What follows belongs to an exercise in optimizing a design on an open flow for small area; a production flow would make more cautious choices. The RTL was checked by simulation tests, not by an equivalence proof against the original design.

==> build 84 <==
==> flow/design.v (excerpt) <==
module gaussian_blur #(
   parameter PIXEL_DEPTH = 8,
   parameter KERNEL_SIZE = 7,
   parameter PPC = 1
) (
   input bit clk,
   input bit rst_n,
   input logic [KERNEL_SIZE*(KERNEL_SIZE+PPC-1)*PIXEL_DEPTH-1:0] in_data,
   output logic [PIXEL_DEPTH-1:0] out_pixel
);
Settings: LEC_CHECK=0, CAP_MARGIN=20, CORE_MARGIN=2, CORE_UTILIZATION=40, CTS_BUF_LIST=sky130_fd_sc_hd__clkbuf_2, SLEW_MARGIN=20, SYNTH_HIERARCHICAL=1, SYNTH_MINIMUM_KEEP_SIZE=0; clock period 16.0 ns.
standard.sh (not shown) runs the stock make flow with config.mk's settings and CLKGATE_MAP_FILE= SYNTH_SCRIPT=/design/flow/synth_recipe.tcl, a recipe that flattens the netlist after the stock synthesis.
==> flow/flow/run.sh <==
#!/bin/bash
set -euo pipefail
export BUFFER_PORTS_ARGS="-buffer_cell sky130_fd_sc_hd__buf_1"
bash standard.sh > standard_flow.log 2>&1
==> inputs of build 13, as changes to build 84 <==
==> flow/run.sh (new file) <==
#!/bin/bash
# synth_recipe.tcl (not shown) runs the flow's synth.tcl, then flattens the netlist and writes it again
# the make line also repeats each setting of config.mk as NAME=value (left out here)
make -C /OpenROAD-flow-scripts/flow DESIGN_CONFIG=/design/flow/config.mk WORK_HOME=/design/flow/orfs CLKGATE_MAP_FILE= SYNTH_SCRIPT=/design/flow/synth_recipe.tcl finish
removed: flow/flow/run.sh
removed: flow/standard.sh
==> qor summary <==
Signal arrival time at the worst endpoint: build 13 14.90 ns; build 84 14.42 ns
Result of the run: build 13 finished clean; build 84 finished clean
HPWL after detailed placement: build 13 27850 um; build 84 24690 um
Final period demand of the worst path: build 13 14.77 ns; build 84 14.28 ns
GRT met2 Usage: build 13 0.3908; build 84 0.3397
Overall routing resource usage: build 13 0.2190; build 84 0.1885
Slew margin rel.: build 13 0.7573; build 84 0.7419
Fraction of area in registers: build 13 0.01083; build 84 0.01304
First-pass DRT Iterations: build 13 4; build 84 6
Weighted congestion reported at the end of routability-driven placement: build 13 0.9109; build 84 0.8872
Utilization of the core after routing: build 13 0.5855; build 84 0.4862
Metal2 WL: build 13 15130 um; build 84 13140 um
Worst hold slack across all endpoints: build 13 3.665 ns; build 84 3.318 ns
Achievable frequency: build 13 67.72 MHz; build 84 70.01 MHz
Design Area, Final: build 13 14790 um2; build 84 12280 um2
Number of design-rule violations left by the first detailed-router iteration: build 13 107; build 84 99
Wirelength per Cell: build 13 20.62 um; build 84 17.79 um


==> v8 <==
gaussian_blur, a different RTL version from the one above (not shown whole).
Settings: LEC_CHECK=0, CAP_MARGIN=20, CORE_MARGIN=2, CORE_UTILIZATION=40, CTS_BUF_LIST=sky130_fd_sc_hd__clkbuf_2, SLEW_MARGIN=20, SYNTH_HIERARCHICAL=1, SYNTH_MINIMUM_KEEP_SIZE=0; clock period 16.0 ns.
==> flow/flow/run.sh <==
#!/bin/bash
set -euo pipefail
export BUFFER_PORTS_ARGS="-buffer_cell sky130_fd_sc_hd__buf_1"
bash standard.sh > standard_flow.log 2>&1
==> v14: changes against v8 <==
--- a/flow/config.mk
+++ b/flow/config.mk
@@ -7,7 +7,7 @@
 export LEC_CHECK = 0
 export CAP_MARGIN = 20
 export CORE_MARGIN = 2
-export CORE_UTILIZATION = 40
+export CORE_UTILIZATION = 65
 export CTS_BUF_LIST = sky130_fd_sc_hd__clkbuf_2
 export SLEW_MARGIN = 20
 export SYNTH_HIERARCHICAL = 1
==> qor summary <==
Number of nets in the finished design: v14 1,828; v8 1,825
Share of post-route cells with drive strength above 1: v14 3.25%; v8 2.00%
Worst hold slack after final layout: v14 3.35 ns; v8 3.37 ns
Final non-clock buffer share: v14 13.1%; v8 12.8%
Clock slew at reported path FFs: v14 0.07 ns; v8 0.08 ns
Max Clk Rate: v14 63.8 MHz; v8 64.3 MHz
Number of placed instances with taps included: v14 1,135; v8 1,272
Run status: v14 no timing/DRC/antenna violations; v8 no timing/DRC/antenna violations
Total length of routed met2 wires: v14 12.0 mm; v8 12.5 mm
DIE HEIGHT: v14 128 microns; v8 162 microns
Proportion of cell area occupied by multi-input gates: v14 82.5%; v8 81.5%
Master of the slowest instance on the critical path: v14 sky130_fd_sc_hd__fa_2; v8 sky130_fd_sc_hd__fa_1
Utilization of the core after routing: v14 78.0%; v8 48.8%
Placed inst area: v14 0.0117 sq mm; v8 0.0118 sq mm
Clock network share of area: v14 0.128%; v8 0.127%
Actual slew at the worst max-slew pin: v14 0.309 ns; v8 0.331 ns
Fin cells: v14 1,142; v8 1,275
Global-route wire length before repair: v14 37.0 mm; v8 37.4 mm
Row count: v14 45; v8 57
Met2 track utilization from global routing: v14 52.8%; v8 33.5%
Overall routing resource usage: v14 30.1%; v8 18.6%
Footprint of the multi-input gates: v14 0.00968 sq mm; v8 0.00966 sq mm
Wl on met1: v14 7.93 mm; v8 8.91 mm

separate check: timing with driven ports:
Ports are ideal in the flow. The routed layouts listed here were re-timed in OpenROAD. Step 1 assumes that a clkbuf_16 drives the clock port and a buf_2 every other input. Step 2 adds t to the input delays and takes it off the output delays; t is the mean of the earliest and latest rising clock arrival at the registers after step 1. Input paths then give back, and output paths get back, about the clock's delay inside the block. Three values: ideal, step 1, step 2; two values: the first two.
| run | shift t [ns] | slack for setup (ns) | worst setup path at the end |
|---|---|---|---|
| build 84 | 0.243 | 1.717 / 1.707 / 1.464 | input to register |
| build 13 | 0.254 | 1.233 / 1.219 / 0.965 | input to register |
| v8 | 0.245 | 0.439 / 0.435 / 0.190 | input to register |
| v14 | 0.240 | 0.324 / 0.319 / 0.079 | input to register |
After both steps every run listed still meets setup and hold. The setup slack of build 13, which loses most, moves by -0.014 ns with the drivers and by -0.268 ns with both steps.
